Background: an optimization exercise with open tools, aiming at small area, a short achievable clock period and few clock cycles per item. Do not read the settings as production practice. At most, simulation tests tie the RTL to the original design; equivalence was not proved.

==> module cc_block, before the edit <==
module cc_block (
	input					i_clk, i_rstn,
	input					i_start,
	input			[255:0]	i_key,
	input			[95:0]	i_non,
	input			[31:0]	i_cnt,
	output	wire	[511:0]	o_stream,
	output	wire			o_done
);
	localparam [127:0] SIGMA = {32'h6b206574, 32'h79622d32, 32'h3320646e, 32'h61707865};
	wire	[511:0]	w_init = {i_non, i_cnt, i_key, SIGMA};
	reg		[511:0]	r_x;		 
	reg				r_busy;
	reg		[5:0]	r_step;
	reg				r_done;
	wire			w_h = r_step[0];	 
	function automatic integer perm;
		input integer r, j;
		case (r)
			0: perm = (4 - j) % 4;
			1: perm = (5 - j) % 4;
			2: perm = (6 - j) % 4;
			default: perm = (7 - j) % 4;
		endcase
	endfunction
	function automatic [31:0] add_ks;
		input [31:0] x, y;
		reg [31:0] p, g, gg, pp, gn, pn;
		integer i, k;
		begin
			p = x ^ y; g = x & y; gg = g; pp = p;
			for (k = 1; k < 32; k = k * 2) begin
				gn = gg; pn = pp;
				for (i = k; i < 32; i = i + 1) begin
					gn[i] = gg[i] | (pp[i] & gg[i-k]);
					pn[i] = pp[i] & pp[i-k];
				end
				gg = gn; pp = pn;
			end
			add_ks = p ^ {gg[30:0], 1'b0};
		end
	endfunction
	wire	[511:0]	w_nx;
	genvar gj, gr;
	generate
		for (gj = 0; gj < 4; gj = gj + 1) begin : g_col
			wire [31:0] a = r_x[32*gj +: 32];
			wire [31:0] b = r_x[32*(4+gj) +: 32];
			wire [31:0] c = r_x[32*(8+gj) +: 32];
			wire [31:0] d = r_x[32*(12+gj) +: 32];
			wire [31:0] a1 = add_ks(a, b);
			wire [31:0] t  = d ^ a1;
			wire [31:0] t16 = {t[15:0], t[31:16]};
			wire [31:0] t8  = {t[23:0], t[31:24]};
			wire [31:0] d1 = w_h ? t8 : t16;
			wire [31:0] c1 = add_ks(c, d1);
			wire [31:0] u  = b ^ c1;
			wire [31:0] u12 = {u[19:0], u[31:20]};
			wire [31:0] u7  = {u[24:0], u[31:25]};
		end
		for (gr = 0; gr < 4; gr = gr + 1) begin : g_row
			for (gj = 0; gj < 4; gj = gj + 1) begin : g_pos
				localparam integer K = (gr == 0) ? (4 - gj) % 4 : (gr == 1) ? (5 - gj) % 4 :
									   (gr == 2) ? (6 - gj) % 4 : (7 - gj) % 4;
				wire [31:0] s0, s1;
				if (gr == 0) begin : g_a
					assign s0 = g_col[gj].a1; assign s1 = g_col[K].a1;
				end else if (gr == 1) begin : g_b
					assign s0 = g_col[gj].u12; assign s1 = g_col[K].u7;
				end else if (gr == 2) begin : g_c
					assign s0 = g_col[gj].c1; assign s1 = g_col[K].c1;
				end else begin : g_d
					assign s0 = g_col[gj].t16; assign s1 = g_col[K].t8;
				end
				assign w_nx[32*(4*gr+gj) +: 32] = w_h ? s1 : s0;
			end
		end
	endgenerate
	always @(posedge i_clk) begin
		if (i_start)
			r_x <= w_init;
		else
			r_x <= w_nx;
	end
	always @(posedge i_clk, negedge i_rstn) begin
		if (!i_rstn) begin
			r_busy	<= 1'b0;
			r_step	<= 6'd0;
			r_done	<= 1'b0;
		end
		else begin
			r_done	<= r_busy && (r_step == 6'd39);
			if (i_start) begin
				r_busy	<= 1'b1;
				r_step	<= 6'd0;
			end
			else if (r_busy) begin
				r_busy	<= (r_step != 6'd39);
				r_step	<= r_step + 6'd1;
			end
		end
	end
	function automatic [31:0] add_bk;
		input [31:0] x, y;
		reg [31:0] p, g, gg, pp;
		integer i, k;
		begin
			p = x ^ y; g = x & y; gg = g; pp = p;
			for (k = 1; k < 32; k = k * 2)
				for (i = 2*k - 1; i < 32; i = i + 2*k) begin
					gg[i] = gg[i] | (pp[i] & gg[i-k]);
					pp[i] = pp[i] & pp[i-k];
				end
			for (k = 8; k >= 1; k = k / 2)
				for (i = 3*k - 1; i < 32; i = i + 2*k) begin
					gg[i] = gg[i] | (pp[i] & gg[i-k]);
					pp[i] = pp[i] & pp[i-k];
				end
			add_bk = p ^ {gg[30:0], 1'b0};
		end
	endfunction
	function automatic [31:0] add_sk;
		input [31:0] x, y;
		reg [31:0] p, g, gg, pp, gn, pn;
		integer i, k;
		begin
			p = x ^ y; g = x & y; gg = g; pp = p;
			for (k = 1; k < 32; k = k * 2) begin
				gn = gg; pn = pp;
				for (i = 0; i < 32; i = i + 1)
					if ((i / k) % 2 == 1) begin
						gn[i] = gg[i] | (pp[i] & gg[(i/k)*k - 1]);
						pn[i] = pp[i] & pp[(i/k)*k - 1];
					end
				gg = gn; pp = pn;
			end
			add_sk = p ^ {gg[30:0], 1'b0};
		end
	endfunction
	genvar gw;
	generate
		for (gw = 0; gw < 16; gw = gw + 1) begin : g_out
			assign o_stream[32*gw +: 32] = add_sk(r_x[32*gw +: 32], w_init[32*gw +: 32]);
		end
	endgenerate
	assign o_done = r_done;
endmodule
clock: 5.5 ns
lec_check: 0
abc_area: 1
cap_margin: 20
core_margin: 2
core_utilization: 48
place_density: 0.7
setup_slack_margin: 0.5
slew_margin: 20
standard.sh (not shown) runs the stock make flow with config.mk's settings and CLKGATE_MAP_FILE= SYNTH_SCRIPT=/design/flow/synth_recipe.tcl, a recipe that flattens the netlist after the stock synthesis.
==> flow/flow/run.sh <==
#!/bin/bash
# Layout flow: the standard flow (standard.sh) with the input and output
# port buffers made from the library's smallest buffer instead of the delay
# cell the placer picks by default. Every port still gets its own buffer.
set -uo pipefail
cd "$(dirname "${BASH_SOURCE[0]}")/.."
bash standard.sh 'BUFFER_PORTS_ARGS=-buffer_cell sky130_fd_sc_hd__buf_1' finish > flow_standard.log 2>&1
Change:
--- a/flow/design.v
+++ b/flow/design.v
@@ -117,31 +117,13 @@
 					pp[i] = pp[i] & pp[i-k];
 				end
 			add_bk = p ^ {gg[30:0], 1'b0};
 		end
 	endfunction
-	function automatic [31:0] add_sk;
-		input [31:0] x, y;
-		reg [31:0] p, g, gg, pp, gn, pn;
-		integer i, k;
-		begin
-			p = x ^ y; g = x & y; gg = g; pp = p;
-			for (k = 1; k < 32; k = k * 2) begin
-				gn = gg; pn = pp;
-				for (i = 0; i < 32; i = i + 1)
-					if ((i / k) % 2 == 1) begin
-						gn[i] = gg[i] | (pp[i] & gg[(i/k)*k - 1]);
-						pn[i] = pp[i] & pp[(i/k)*k - 1];
-					end
-				gg = gn; pp = pn;
-			end
-			add_sk = p ^ {gg[30:0], 1'b0};
-		end
-	endfunction
 	genvar gw;
 	generate
 		for (gw = 0; gw < 16; gw = gw + 1) begin : g_out
-			assign o_stream[32*gw +: 32] = add_sk(r_x[32*gw +: 32], w_init[32*gw +: 32]);
+			assign o_stream[32*gw +: 32] = add_bk(r_x[32*gw +: 32], w_init[32*gw +: 32]);
 		end
 	endgenerate
 	assign o_done = r_done;
 endmodule
Routed wire length falls by roughly a tenth; sequential cell count does not change; hold slack improved by 0.0061 ns; design area came out lower by a few percent; global-route usage drops by 4.1 points; core utilization shrinks by 0.24 points; fmax is higher slightly; setup slack gets better by 0.067 ns.
Testbench counts after the change, summed over its fixed seeds: cycles 7,872, blocks 192.
For the first run of this note, only the layout was checked, not whether the RTL still works.

[port drivers added, routing unchanged]
No port has a modelled driver above. Below, the same layouts with a new extraction and two added sets of constraints.
Step 1: set_driving_cell puts a clkbuf_16 on i_clk and a buf_2 on each other input, an assumption about the parent block.
Step 2, shift: input delay + t, output delay - t, t = (earliest + latest rising clock arrival at the registers) / 2. This alone moves slack from input paths to output paths.
a / b / c = ideal ports / drivers / drivers and shift; a / b = the first two.
| run | shift t [ns] | slack for setup (ns) | slew at the worst register clock pin (ns) | worst slew at a driven data input, ns | pins driven straight from the clock port |
|---|---|---|---|---|---|
| the first run | 0.739 | 0.416 / 0.416 / 0.416 | 0.07 / 0.07 | 0.16 | 1 |
| the second run | 0.734 | 0.483 / 0.374 / 0.374 | 0.07 / 0.07 | 0.21 | 1 |
After both steps setup and hold are still met in every run listed. The setup slack of the second run, which loses most, moves by -0.109 ns with the drivers and by -0.109 ns with both steps.
